This is an optimization exercise on Yosys and OpenROAD, whose aim is small area and a short achievable clock period, not a production implementation.
At most, simulation tests tie the RTL to the original design; equivalence was not proved.

==> run G <==
Design bubble_sort, start of the top module:
module bubble_sort (
    input  logic         clk,
    input  logic         rst_n,
    input  logic         in_vld,
    input  logic [255:0] data_in,
    output logic         out_vld,
    output logic [255:0] data_o
);
==> module sort_cmp, before the edit <==
module sort_cmp (input logic [15:0] x, y, output logic lt);
    logic [15:0] e;
    logic [7:0] g1, e1;
    logic [3:0] g2, e2;
    logic [1:0] g3, e3;
    assign e = ~(x ^ y);
    for (genvar i = 0; i < 8; i++) begin : l1
        assign g1[i] = e[2*i+1] ? y[2*i] : y[2*i+1];
        assign e1[i] = e[2*i+1] & e[2*i];
    end
    for (genvar i = 0; i < 4; i++) begin : l2
        assign g2[i] = e1[2*i+1] ? g1[2*i] : g1[2*i+1];
        assign e2[i] = e1[2*i+1] & e1[2*i];
    end
    for (genvar i = 0; i < 2; i++) begin : l3
        assign g3[i] = e2[2*i+1] ? g2[2*i] : g2[2*i+1];
        assign e3[i] = e2[2*i+1] & e2[2*i];
    end
    assign lt = e3[1] ? g3[0] : g3[1];
endmodule
clock: 45.0 ns
lec_check: 0
cap_margin: 20
core_margin: 2
core_utilization: 40
slew_margin: 20
synth_hierarchical: 1
synth_minimum_keep_size: 0
run.sh (not shown) runs the stock make flow with config.mk's settings and CLKGATE_MAP_FILE= SYNTH_SCRIPT=/design/flow/synth_recipe.tcl, a recipe that flattens the netlist after the stock synthesis.
==> inputs of run Y, as changes to run G <==
- CAP_MARGIN: 20 -> 70
- SLEW_MARGIN: 20 -> 70
==> inputs of run A, as changes to run G <==
--- a/flow/design.v
+++ b/flow/design.v
@@ -527,20 +527,3 @@
 module sort_cmp (input logic [15:0] x, y, output logic lt);
-    logic [15:0] e;
-    logic [7:0] g1, e1;
-    logic [3:0] g2, e2;
-    logic [1:0] g3, e3;
-    assign e = ~(x ^ y);
-    for (genvar i = 0; i < 8; i++) begin : l1
-        assign g1[i] = e[2*i+1] ? y[2*i] : y[2*i+1];
-        assign e1[i] = e[2*i+1] & e[2*i];
-    end
-    for (genvar i = 0; i < 4; i++) begin : l2
-        assign g2[i] = e1[2*i+1] ? g1[2*i] : g1[2*i+1];
-        assign e2[i] = e1[2*i+1] & e1[2*i];
-    end
-    for (genvar i = 0; i < 2; i++) begin : l3
-        assign g3[i] = e2[2*i+1] ? g2[2*i] : g2[2*i+1];
-        assign e3[i] = e2[2*i+1] & e2[2*i];
-    end
-    assign lt = e3[1] ? g3[0] : g3[1];
+    assign lt = x < y;
 endmodule
==> impl_metrics.yaml <==
setup_path:
  rrSetupSlack_ns: 31.17
global_route:
  antenna_found_initial: 3
layout:
  final_util: 0.4896
  final_cell_area_um2: 61640
status:
  status: "complete, no violations"
drt:
  wire_per_inst_um: 24.18
placement:
  dp_cells: 8257
(the above is from run A)
==> impl_metrics.yaml <==
status:
  status: "complete, no violations"
floorplanning:
  fp.dieArea_um2: 123600
setup_path:
  rrSetupSlack_ns: 30.73
global_route:
  grt.overflow.total: 0
  antenna_found_initial: 0
placement:
  dp_cells: 8026
layout:
  clkCellAreaFrac: 0.05029
  final_cell_area_um2: 59590
  final_util: 0.4967
(the above is from run G)
==> impl_metrics.yaml <==
cts:
  clock_latency_ns: 0.74
global_route:
  antenna_found_initial: 1
  grt_max_degree: 34
layout:
  final_util: 0.5995
  buf_share: 0.09960
  final_layout_size_suffix_gt1_frac: 0.2697
  area_growth_pct: 48.81
drt:
  wire_per_inst_um: 24.87
status:
  status: "complete, no violations"
placement:
  dp_cells: 8248
sta:
  hold_ws_ns: 0.3114
setup_path:
  rrSetupSlack_ns: 31.90
(the above is from run Y)
Function was not checked in any run of this note: the RTL went through the layout flow alone.

---

==> run R: inputs <==
Another version of the RTL of bubble_sort (not shown whole).
clock: 45.0 ns
lec_check: 0
cap_margin: 20
core_margin: 2
core_utilization: 55
cts_cluster_diameter: 120
cts_cluster_size: 30
slew_margin: 20
synth_hierarchical: 1
synth_minimum_keep_size: 0
standard.sh (not shown) runs the stock make flow with config.mk's settings and CLKGATE_MAP_FILE= SYNTH_SCRIPT=/design/flow/synth_recipe.tcl, a recipe that flattens the netlist after the stock synthesis.
==> flow/flow/run.sh <==
#!/bin/bash
# The standard layout (standard.sh: the standard synthesis and ORFS steps
# unchanged), except that the buffer ORFS puts on every input and output port
# is a sky130_fd_sc_hd__buf_1 instead of the cell buffer_ports picks by default.
set -euo pipefail
bash standard.sh "BUFFER_PORTS_ARGS=-buffer_cell sky130_fd_sc_hd__buf_1" finish > standard.log 2>&1
==> run X: changes against run R <==
--- a/flow/design.v
+++ b/flow/design.v
@@ -637,19 +637,19 @@
     sort_mux16 u_l_6_11_14 (.a(r1_11), .b(r1_14), .s(sl_6_11_14), .sn(snl_6_11_14), .y(lo_6_11_14));
     logic s_7_2_4;
     sort_cmp u_c_7_2_4 (.x(hi_6_2_6), .y(lo_6_1_4), .lt(s_7_2_4));
     logic [15:0] iv0;
     sort_inv16 u_iv0 (.a(lo_6_2_6), .y(iv0));
     logic s_7_3_6;
     sort_cmp u_c_7_3_6 (.x(iv0), .y(r1_3), .lt(s_7_3_6));
     logic [15:0] iv1;
-    sort_inv16 u_iv1 (.a(r1_12), .y(iv1));
+    sort_inv16 u_iv1 (.a(hi_6_9_13), .y(iv1));
     logic s_7_9_12;
-    sort_cmp u_c_7_9_12 (.x(hi_6_9_13), .y(iv1), .lt(s_7_9_12));
+    sort_cmp u_c_7_9_12 (.x(r1_12), .y(iv1), .lt(s_7_9_12));
     logic s_7_11_13;
     sort_cmp u_c_7_11_13 (.x(hi_6_11_14), .y(lo_6_9_13), .lt(s_7_11_13));
     logic [15:0] hi_7_2_4, lo_7_2_4;
     logic t_7_2_4;
     sort_inv u_it_7_2_4 (.a(s_7_2_4), .y(t_7_2_4));
     logic snh_7_2_4, snl_7_2_4, sh_7_2_4, sl_7_2_4;
     sort_inv u_ih_7_2_4 (.a(s_7_2_4), .y(snh_7_2_4));
     sort_inv u_il_7_2_4 (.a(s_7_2_4), .y(snl_7_2_4));
@@ -670,40 +670,36 @@
     logic [15:0] hi_7_9_12, lo_7_9_12;
     logic t_7_9_12;
     sort_inv u_it_7_9_12 (.a(s_7_9_12), .y(t_7_9_12));
     logic snh_7_9_12, snl_7_9_12, sh_7_9_12, sl_7_9_12;
     sort_inv u_ih_7_9_12 (.a(s_7_9_12), .y(snh_7_9_12));
     sort_inv u_il_7_9_12 (.a(s_7_9_12), .y(snl_7_9_12));
     sort_inv u_jh_7_9_12 (.a(t_7_9_12), .y(sh_7_9_12));
     sort_inv u_jl_7_9_12 (.a(t_7_9_12), .y(sl_7_9_12));
-    sort_mux16 u_h_7_9_12 (.a(iv1), .b(hi_6_9_13), .s(sh_7_9_12), .sn(snh_7_9_12), .y(hi_7_9_12));
-    sort_mux16 u_l_7_9_12 (.a(hi_6_9_13), .b(iv1), .s(sl_7_9_12), .sn(snl_7_9_12), .y(lo_7_9_12));
+    sort_mux16 u_h_7_9_12 (.a(r1_12), .b(iv1), .s(sh_7_9_12), .sn(snh_7_9_12), .y(hi_7_9_12));
+    sort_mux16 u_l_7_9_12 (.a(iv1), .b(r1_12), .s(sl_7_9_12), .sn(snl_7_9_12), .y(lo_7_9_12));
     logic [15:0] hi_7_11_13, lo_7_11_13;
     logic t_7_11_13;
     sort_inv u_it_7_11_13 (.a(s_7_11_13), .y(t_7_11_13));
     logic snh_7_11_13, snl_7_11_13, sh_7_11_13, sl_7_11_13;
     sort_inv u_ih_7_11_13 (.a(s_7_11_13), .y(snh_7_11_13));
     sort_inv u_il_7_11_13 (.a(s_7_11_13), .y(snl_7_11_13));
     sort_inv u_jh_7_11_13 (.a(t_7_11_13), .y(sh_7_11_13));
     sort_inv u_jl_7_11_13 (.a(t_7_11_13), .y(sl_7_11_13));
     sort_mux16 u_h_7_11_13 (.a(lo_6_9_13), .b(hi_6_11_14), .s(sh_7_11_13), .sn(snh_7_11_13), .y(hi_7_11_13));
     sort_mux16 u_l_7_11_13 (.a(hi_6_11_14), .b(lo_6_9_13), .s(sl_7_11_13), .sn(snl_7_11_13), .y(lo_7_11_13));
     logic s_8_3_5;
     sort_cmp u_c_8_3_5 (.x(hi_7_3_6), .y(hi_6_5_8), .lt(s_8_3_5));
     logic s_8_6_8;
     sort_cmp u_c_8_6_8 (.x(lo_7_3_6), .y(lo_6_5_8), .lt(s_8_6_8));
-    logic [15:0] iv2;
-    sort_inv16 u_iv2 (.a(hi_7_9_12), .y(iv2));
     logic s_8_7_9;
-    sort_cmp u_c_8_7_9 (.x(hi_6_7_10), .y(iv2), .lt(s_8_7_9));
-    logic [15:0] iv3;
-    sort_inv16 u_iv3 (.a(lo_7_9_12), .y(iv3));
+    sort_cmp u_c_8_7_9 (.x(hi_6_7_10), .y(hi_7_9_12), .lt(s_8_7_9));
     logic s_8_10_12;
-    sort_cmp u_c_8_10_12 (.x(lo_6_7_10), .y(iv3), .lt(s_8_10_12));
+    sort_cmp u_c_8_10_12 (.x(lo_6_7_10), .y(lo_7_9_12), .lt(s_8_10_12));
     logic [15:0] hi_8_3_5, lo_8_3_5;
     logic t_8_3_5;
     sort_inv u_it_8_3_5 (.a(s_8_3_5), .y(t_8_3_5));
     logic snh_8_3_5, snl_8_3_5, sh_8_3_5, sl_8_3_5;
     sort_inv u_ih_8_3_5 (.a(s_8_3_5), .y(snh_8_3_5));
     sort_inv u_il_8_3_5 (.a(s_8_3_5), .y(snl_8_3_5));
     sort_inv u_jh_8_3_5 (.a(t_8_3_5), .y(sh_8_3_5));
     sort_inv u_jl_8_3_5 (.a(t_8_3_5), .y(sl_8_3_5));
@@ -722,28 +718,28 @@
     logic [15:0] hi_8_7_9, lo_8_7_9;
     logic t_8_7_9;
     sort_inv u_it_8_7_9 (.a(s_8_7_9), .y(t_8_7_9));
     logic snh_8_7_9, snl_8_7_9, sh_8_7_9, sl_8_7_9;
     sort_inv u_ih_8_7_9 (.a(s_8_7_9), .y(snh_8_7_9));
     sort_inv u_il_8_7_9 (.a(s_8_7_9), .y(snl_8_7_9));
     sort_inv u_jh_8_7_9 (.a(t_8_7_9), .y(sh_8_7_9));
     sort_inv u_jl_8_7_9 (.a(t_8_7_9), .y(sl_8_7_9));
-    sort_mux16 u_h_8_7_9 (.a(iv2), .b(hi_6_7_10), .s(sh_8_7_9), .sn(snh_8_7_9), .y(hi_8_7_9));
-    sort_mux16 u_l_8_7_9 (.a(hi_6_7_10), .b(iv2), .s(sl_8_7_9), .sn(snl_8_7_9), .y(lo_8_7_9));
+    sort_mux16 u_h_8_7_9 (.a(hi_7_9_12), .b(hi_6_7_10), .s(sh_8_7_9), .sn(snh_8_7_9), .y(hi_8_7_9));
+    sort_mux16 u_l_8_7_9 (.a(hi_6_7_10), .b(hi_7_9_12), .s(sl_8_7_9), .sn(snl_8_7_9), .y(lo_8_7_9));
     logic [15:0] hi_8_10_12, lo_8_10_12;
     logic t_8_10_12;
     sort_inv u_it_8_10_12 (.a(s_8_10_12), .y(t_8_10_12));
     logic snh_8_10_12, snl_8_10_12, sh_8_10_12, sl_8_10_12;
     sort_inv u_ih_8_10_12 (.a(s_8_10_12), .y(snh_8_10_12));
     sort_inv u_il_8_10_12 (.a(s_8_10_12), .y(snl_8_10_12));
     sort_inv u_jh_8_10_12 (.a(t_8_10_12), .y(sh_8_10_12));
     sort_inv u_jl_8_10_12 (.a(t_8_10_12), .y(sl_8_10_12));
-    sort_mux16 u_h_8_10_12 (.a(iv3), .b(lo_6_7_10), .s(sh_8_10_12), .sn(snh_8_10_12), .y(hi_8_10_12));
-    sort_mux16 u_l_8_10_12 (.a(lo_6_7_10), .b(iv3), .s(sl_8_10_12), .sn(snl_8_10_12), .y(lo_8_10_12));
+    sort_mux16 u_h_8_10_12 (.a(lo_7_9_12), .b(lo_6_7_10), .s(sh_8_10_12), .sn(snh_8_10_12), .y(hi_8_10_12));
+    sort_mux16 u_l_8_10_12 (.a(lo_6_7_10), .b(lo_7_9_12), .s(sl_8_10_12), .sn(snl_8_10_12), .y(lo_8_10_12));
     logic s_9_3_4;
     sort_cmp u_c_9_3_4 (.x(lo_7_2_4), .y(hi_8_3_5), .lt(s_9_3_4));
     logic s_9_5_6;
     sort_cmp u_c_9_5_6 (.x(hi_8_6_8), .y(lo_8_3_5), .lt(s_9_5_6));
     logic s_9_7_8;
     sort_cmp u_c_9_7_8 (.x(lo_8_6_8), .y(hi_8_7_9), .lt(s_9_7_8));
     logic s_9_9_10;
     sort_cmp u_c_9_9_10 (.x(hi_8_10_12), .y(lo_8_7_9), .lt(s_9_9_10));
@@ -794,52 +790,52 @@
     sort_inv u_it_9_11_12 (.a(s_9_11_12), .y(t_9_11_12));
     logic snh_9_11_12, snl_9_11_12, sh_9_11_12, sl_9_11_12;
     sort_inv u_ih_9_11_12 (.a(s_9_11_12), .y(snh_9_11_12));
     sort_inv u_il_9_11_12 (.a(s_9_11_12), .y(snl_9_11_12));
     sort_inv u_jh_9_11_12 (.a(t_9_11_12), .y(sh_9_11_12));
     sort_inv u_jl_9_11_12 (.a(t_9_11_12), .y(sl_9_11_12));
     sort_mux16 u_h_9_11_12 (.a(lo_8_10_12), .b(hi_7_11_13), .s(sh_9_11_12), .sn(snh_9_11_12), .y(hi_9_11_12));
     sort_mux16 u_l_9_11_12 (.a(hi_7_11_13), .b(lo_8_10_12), .s(sl_9_11_12), .sn(snl_9_11_12), .y(lo_9_11_12));
+    logic [15:0] iv2;
+    sort_inv16 u_iv2 (.a(lo_9_5_6), .y(iv2));
+    logic [15:0] iv3;
+    sort_inv16 u_iv3 (.a(hi_9_7_8), .y(iv3));
     logic s_10_6_7;
-    sort_cmp u_c_10_6_7 (.x(lo_9_5_6), .y(hi_9_7_8), .lt(s_10_6_7));
+    sort_cmp u_c_10_6_7 (.x(iv3), .y(iv2), .lt(s_10_6_7));
+    logic [15:0] iv4;
+    sort_inv16 u_iv4 (.a(lo_9_7_8), .y(iv4));
+    logic [15:0] iv5;
+    sort_inv16 u_iv5 (.a(hi_9_9_10), .y(iv5));
     logic s_10_8_9;
-    sort_cmp u_c_10_8_9 (.x(lo_9_7_8), .y(hi_9_9_10), .lt(s_10_8_9));
+    sort_cmp u_c_10_8_9 (.x(iv5), .y(iv4), .lt(s_10_8_9));
     logic [15:0] hi_10_6_7, lo_10_6_7;
     logic t_10_6_7;
     sort_inv u_it_10_6_7 (.a(s_10_6_7), .y(t_10_6_7));
     logic snh_10_6_7, snl_10_6_7, sh_10_6_7, sl_10_6_7;
     sort_inv u_ih_10_6_7 (.a(s_10_6_7), .y(snh_10_6_7));
     sort_inv u_il_10_6_7 (.a(s_10_6_7), .y(snl_10_6_7));
     sort_inv u_jh_10_6_7 (.a(t_10_6_7), .y(sh_10_6_7));
     sort_inv u_jl_10_6_7 (.a(t_10_6_7), .y(sl_10_6_7));
-    sort_mux16 u_h_10_6_7 (.a(hi_9_7_8), .b(lo_9_5_6), .s(sh_10_6_7), .sn(snh_10_6_7), .y(hi_10_6_7));
-    sort_mux16 u_l_10_6_7 (.a(lo_9_5_6), .b(hi_9_7_8), .s(sl_10_6_7), .sn(snl_10_6_7), .y(lo_10_6_7));
+    sort_mux16 u_h_10_6_7 (.a(iv3), .b(iv2), .s(sh_10_6_7), .sn(snh_10_6_7), .y(hi_10_6_7));
+    sort_mux16 u_l_10_6_7 (.a(iv2), .b(iv3), .s(sl_10_6_7), .sn(snl_10_6_7), .y(lo_10_6_7));
     logic [15:0] hi_10_8_9, lo_10_8_9;
     logic t_10_8_9;
     sort_inv u_it_10_8_9 (.a(s_10_8_9), .y(t_10_8_9));
     logic snh_10_8_9, snl_10_8_9, sh_10_8_9, sl_10_8_9;
     sort_inv u_ih_10_8_9 (.a(s_10_8_9), .y(snh_10_8_9));
     sort_inv u_il_10_8_9 (.a(s_10_8_9), .y(snl_10_8_9));
     sort_inv u_jh_10_8_9 (.a(t_10_8_9), .y(sh_10_8_9));
     sort_inv u_jl_10_8_9 (.a(t_10_8_9), .y(sl_10_8_9));
-    sort_mux16 u_h_10_8_9 (.a(hi_9_9_10), .b(lo_9_7_8), .s(sh_10_8_9), .sn(snh_10_8_9), .y(hi_10_8_9));
-    sort_mux16 u_l_10_8_9 (.a(lo_9_7_8), .b(hi_9_9_10), .s(sl_10_8_9), .sn(snl_10_8_9), .y(lo_10_8_9));
-    logic [15:0] iv4;
-    sort_inv16 u_iv4 (.a(hi_7_2_4), .y(iv4));
-    logic [15:0] iv5;
-    sort_inv16 u_iv5 (.a(hi_10_6_7), .y(iv5));
+    sort_mux16 u_h_10_8_9 (.a(iv5), .b(iv4), .s(sh_10_8_9), .sn(snh_10_8_9), .y(hi_10_8_9));
+    sort_mux16 u_l_10_8_9 (.a(iv4), .b(iv5), .s(sl_10_8_9), .sn(snl_10_8_9), .y(lo_10_8_9));
     logic [15:0] iv6;
-    sort_inv16 u_iv6 (.a(lo_10_6_7), .y(iv6));
+    sort_inv16 u_iv6 (.a(hi_7_2_4), .y(iv6));
     logic [15:0] iv7;
-    sort_inv16 u_iv7 (.a(hi_10_8_9), .y(iv7));
-    logic [15:0] iv8;
-    sort_inv16 u_iv8 (.a(lo_10_8_9), .y(iv8));
-    logic [15:0] iv9;
-    sort_inv16 u_iv9 (.a(lo_7_11_13), .y(iv9));
+    sort_inv16 u_iv7 (.a(lo_7_11_13), .y(iv7));
     logic [15:0] r2_0;
     logic [15:0] r2_1;
     logic [15:0] r2_2;
     logic [15:0] r2_3;
     logic [15:0] r2_4;
     logic [15:0] r2_5;
     logic [15:0] r2_6;
     logic [15:0] r2_7;
@@ -849,28 +845,28 @@
     logic [15:0] r2_11;
     logic [15:0] r2_12;
     logic [15:0] r2_13;
     logic [15:0] r2_14;
     logic [15:0] r2_15;
     always_ff @(posedge clk) begin
         r2_0 <= r1_0;
         r2_1 <= hi_6_1_4;
-        r2_2 <= iv4;
+        r2_2 <= iv6;
         r2_3 <= hi_9_3_4;
         r2_4 <= lo_9_3_4;
         r2_5 <= hi_9_5_6;
-        r2_6 <= iv5;
-        r2_7 <= iv6;
-        r2_8 <= iv7;
-        r2_9 <= iv8;
+        r2_6 <= hi_10_6_7;
+        r2_7 <= lo_10_6_7;
+        r2_8 <= hi_10_8_9;
+        r2_9 <= lo_10_8_9;
         r2_10 <= lo_9_9_10;
         r2_11 <= hi_9_11_12;
         r2_12 <= lo_9_11_12;
-        r2_13 <= iv9;
+        r2_13 <= iv7;
         r2_14 <= lo_6_11_14;
         r2_15 <= r1_15;
     end
     assign data_o[15:0] = r2_0;
     assign data_o[31:16] = r2_1;
     assign data_o[47:32] = r2_2;
     assign data_o[63:48] = r2_3;
     assign data_o[79:64] = r2_4;
CORE_UTILIZATION = 50   (was 55)
==> run M: changes against run R <==
CORE_UTILIZATION = 60   (was 55)
==> key figures <==
Outcome
  – Status: complete, no violations

Layout
  – Inverters: 460
  – Fraction of layout cells with a size suffix above 1: 0.7764%

Timing
  – Final period utilization: a little under a quarter

Routing
  – Vias: 49559

Die
  – Die X: between 300 and 400 microns

Synthesis
  – Synth Area per Inst: 8.670 sq um
The numbers above come from run R.

==> key figures <==
Outcome
  – Status: complete, no violations

Layout
  – Inverters: 460

Die
  – Die X: 288.9 microns

Synthesis
  – Synth Area per Inst: between 8 and 9 sq um

Timing
  – Final period utilization: a little under a quarter
The numbers above come from run M.

==> key figures <==
Outcome
  – Status: complete, no violations

Timing
  – Final period utilization: 22.74%

Layout
  – Inverters: 428

Routing
  – Vias: 49028
The numbers above come from run X.

For run X, only the layout was checked, not whether the RTL still works.

==> separate check: timing with driven ports <==
The flow's constraints put no driver on any port. The routed layouts listed below were extracted and timed again, unchanged, in two steps.
Step 1, drivers: a clkbuf_16 drives clk and a buf_2 each remaining input, both assumed.
Step 2 moves the port delays by t, midway between the first and last clock arrival at a register: inputs arrive t later, outputs are due t later. That takes back most of the time a late clock gives input paths.
Three values: ideal ports, drivers, drivers and shift; two values: the first two.
run	t (ns)	setup WS [ns]	worst hold slack (ns)	worst setup path at the end	worst slew at a driven data input, ns
run G	0.786	30.728 / 30.728 / 30.728	0.312 / 0.312 / 0.312	register to register	0.06
run Y	0.797	31.901 / 31.901 / 31.901	0.311 / 0.311 / 0.311	register to register	0.06
run A	0.786	31.174 / 31.174 / 31.174	0.317 / 0.317 / 0.317	register to register	0.05
run R	0.743	34.803 / 34.724 / 34.764	0.336 / 0.336 / 0.336	input to register	0.06
run X	0.768	34.766 / 34.688 / 34.794	0.308 / 0.308 / 0.308	input to register	0.09
run M	0.716	34.790 / 34.722 / 34.727	0.295 / 0.295 / 0.295	input to register	0.06
After both steps every run listed still meets setup and hold. For run M, which loses most, drivers alone change the setup slack by -0.068 ns; drivers and shift together by -0.063 ns.
